This design comes from an exercise in tuning for small area, a short achievable clock period and few clock cycles on the open sky130 flow, not from production work. At most, simulation tests tie the RTL to the original design; equivalence was not proved. Power is estimated from default activity; no workload was simulated.

Setup of the reference run:
Design lightHashDES, start of the top module:
module lightHashDES(
        input clk,
        input M_valid,
        input rst_n,
        input [7 : 0] M,
        input [63 : 0] input_lenght,
        output reg hash_ready,
        output [31 : 0] digest
    );
reg busy;
reg pend;
reg [7:0] low;
reg [55:0] up;
reg [5:0]  phase;
reg        req;    
reg        bor;    
reg o, no, A, nA, nAB, oA, noA, oB, noB, oAB, noAB;
wire a, b, p;
HashIteration main(
    .M(M),
    .a(a),
    .b(b),
    .p(p)
);
Round expand(
    .o(o), .no(no), .A(A), .nA(nA), .nAB(nAB), .oA(oA), .noA(noA),
    .oB(oB), .noB(noB), .oAB(oAB), .noAB(noAB),
    .h_out(digest)
);
wire [7:0] low_zero;       
genvar i;
generate
    for (i = 0; i < 8; i = i + 1) begin : bit_
        if (i == 0) begin : first
            assign low_zero[i] = 1'b1;
        end else begin : rest
            assign low_zero[i] = ~|low[i-1 : 0];
        end
    end
endgenerate
wire phase0  = phase == 6'd0;
wire bor_eff = phase0 ? req : bor;
wire start    = !busy && M_valid;
wire len_nz, len_gt1;
LenCheck len_check(
    .len(input_lenght),
    .nz(len_nz),
    .nle1(len_gt1)
);
wire at_two   = ~|up && ~|low[7:2] && low[1] && (low[0] == pend);
wire last     = busy && M_valid && at_two;
always @(posedge clk or negedge rst_n) begin
    if (!rst_n) begin
        hash_ready <= 1'b0;
        busy <= 1'b0;
    end else if (start) begin
        hash_ready <= !len_gt1;
        busy <= len_gt1;
    end else if (last) begin
        hash_ready <= 1'b1;
        busy <= 1'b0;
    end
end
always @(posedge clk) begin
    pend <= busy && M_valid;
    low <= busy ? low ^ ({8{pend}} & low_zero) : input_lenght[7:0];
    up <= busy ? {up[0] ^ bor_eff, up[55:1]} : input_lenght[63:8];
    phase <= (busy && phase != 6'd55) ? phase + 6'd1 : 6'd0;
    req <= busy && ((pend && low == 8'd0) || (req && !phase0));
    bor <= busy && bor_eff && !up[0];
end
localparam [10:0] c = 11'b10101011010;
wire [10:0] k  = start ? c : {noAB, oAB, noB, oB, noA, oA, nAB, nA, A, no, o};
wire [10:0] kt = k ^ {11{M_valid}};
wire        q  = busy || !M_valid;    
wire [10:0] f    = {p, p, b, b, a, a, p, a, a, 1'b1, 1'b1};
localparam [10:0] flip = 11'b11111100000;
wire [10:0] kn, ktn, d;
genvar j;
generate
    for (j = 0; j < 11; j = j + 1) begin : flag
        if (j < 2) begin : plain
  ...
Size: roughly 470 cells after synthesis, roughly 86 flip-flops, ~0.0043 sq mm of cells after synthesis.
Settings: LEC_CHECK=0, CAP_MARGIN=20, CORE_MARGIN=2, CORE_UTILIZATION=40, PLACE_DENSITY=0.6, SETUP_SLACK_MARGIN=2.65, SLEW_MARGIN=20; clock period 4.5 ns.
standard.sh (not shown) runs the stock make flow with config.mk's settings and CLKGATE_MAP_FILE= SYNTH_SCRIPT=/design/flow/synth_recipe.tcl, a recipe that flattens the netlist after the stock synthesis.
==> flow/flow/run.sh <==
#!/bin/bash
set -euo pipefail
bash standard.sh "ADDER_MAP_FILE=" "BUFFER_PORTS_ARGS=-buffer_cell sky130_fd_sc_hd__buf_1" \
  "SYNTH_KEEP_MODULES=Sbox5 ZNor2 ZNand2 ZInv ZMux2i FlagZ0 FlagZ1 FlagZ0n FlagZ1n" \
  "CTS_ARGS=-sink_clustering_enable -repair_clock_nets -dont_use_dummy_load" finish > flow.log 2>&1
Relative to the reference run, the following input files were edited for the trial run:
Settings: SETUP_SLACK_MARGIN changed from 2.65 to 2.5.
Results
The trial run: critical path depth lower than the reference run. Compared the reference run against the trial run; synthesized instance count within noise. Final hold slack, the reference run and the trial run, lower one = the trial run. Comparing the reference run and the trial run, the lower final worst setup slack was measured on the trial run. The final reports for the trial run and the reference run show part of the power in combinational logic lower in the former. The trial run vs the reference run: final critical delay including setup and external delays up in the trial run. The reference run vs the trial run, startpoint of the worst setup timing path: M[6] vs M_valid. Of the reference run and the trial run, the run reporting the lower number of post-CTS setup repair buffers was the trial run. Between the reference run and the trial run, register area decreased. The trial run and the reference run ended up with roughly the same register-to-register setup slack. Re final area: the reference run was higher than the trial run. Total global routing track utilization: the reference run vs the trial run, no meaningful difference.
Function was not checked in any run of this note: the RTL went through the layout flow alone.


== main ==
lightHashDES, a different RTL version from the one above (not shown whole).
Size in the first run: roughly 410 cells after synthesis, roughly 83 flip-flops, roughly 110 I/O pins.
==> flow/config.mk <==
export PLATFORM = sky130hd
export DESIGN_NAME = lightHashDES
export DESIGN_NICKNAME = lightHashDES
export VERILOG_FILES = /design/flow/design.v
export SDC_FILE = /design/flow/constraint.sdc
export NUM_CORES = 4
export LEC_CHECK = 0
export CAP_MARGIN = 20
export CORE_MARGIN = 2
export CORE_UTILIZATION = 40
export PLACE_DENSITY = 0.6
export SETUP_SLACK_MARGIN = 2.65
export SLEW_MARGIN = 20
==> flow/constraint.sdc <==
create_clock -name core_clock -period 4.5 [get_ports {clk}]
set_input_delay 0.9000 -clock core_clock [delete_from_list [all_inputs] [get_ports {clk}]]
set_output_delay 0.9000 -clock core_clock [all_outputs]
set_load 0.01 [all_outputs]
==> flow/flow/run.sh <==
#!/bin/bash
set -euo pipefail
bash standard.sh "ADDER_MAP_FILE=" "BUFFER_PORTS_ARGS=-buffer_cell sky130_fd_sc_hd__buf_1" \
  "SYNTH_KEEP_MODULES=Sbox5 ZNor2 ZNand4 ZInv ZMux2i FlagZ0 FlagZ0n FlagZ1n" \
  "CTS_ARGS=-sink_clustering_enable -sink_clustering_size 30 -repair_clock_nets -dont_use_dummy_load" finish > flow.log 2>&1
Testbench counts of main, summed over its fixed seeds: cycles 29,177.
#### Input delta (the feature branch over main)
Settings: PLACE_DENSITY: 0.6 -> 0.75; CORE_UTILIZATION: 40 -> 60.
==> flow/flow/run.sh <==
#!/bin/bash
set -euo pipefail
bash standard.sh "ADDER_MAP_FILE=" "BUFFER_PORTS_ARGS=-buffer_cell sky130_fd_sc_hd__buf_1" \
  "SYNTH_KEEP_MODULES=Sbox5 ZNor2 ZNand4 ZInv ZMux2i FlagZ0 FlagZ0n FlagZ1n" \
  "CTS_ARGS=-sink_clustering_enable -repair_clock_nets -dont_use_dummy_load" finish > flow.log 2>&1
Results
Compared with main, the feature branch shows die area that has gone down by more than a quarter. Per the comparison of the feature branch with main, routed wire length moved down, count of plain and timing-repair buffers fell by 5.3%.

[port drivers added, routing unchanged]
The results above use ideal ports. As a check the final layouts listed here were re-extracted and re-timed, cells and wires unchanged.
Step 1, drivers: a clkbuf_16 drives clk and a buf_2 each remaining input, both assumed.
Step 2 times the ports against the registers' clock, not the clock port: input delays grow and output delays shrink by t, the midpoint of the rising clock arrivals with the driver on.
Three values: no drivers, after step 1, after step 2; two values: the first two.
run | shift t [ns] | setup WS [ns] | worst data-port slew with drivers (ns)
the reference run | 0.376 | 2.614 / 2.526 / 2.151 | 0.15
the trial run | 0.373 | 2.525 / 2.538 / 2.165 | 0.06
main | 0.371 | 2.680 / 2.650 / 2.306 | 0.12
the feature branch | 0.369 | 2.693 / 2.660 / 2.290 | 0.06
After both steps every run listed still meets setup and hold. The setup slack of the reference run, which loses most, moves by -0.088 ns with the drivers and by -0.463 ns with both steps.
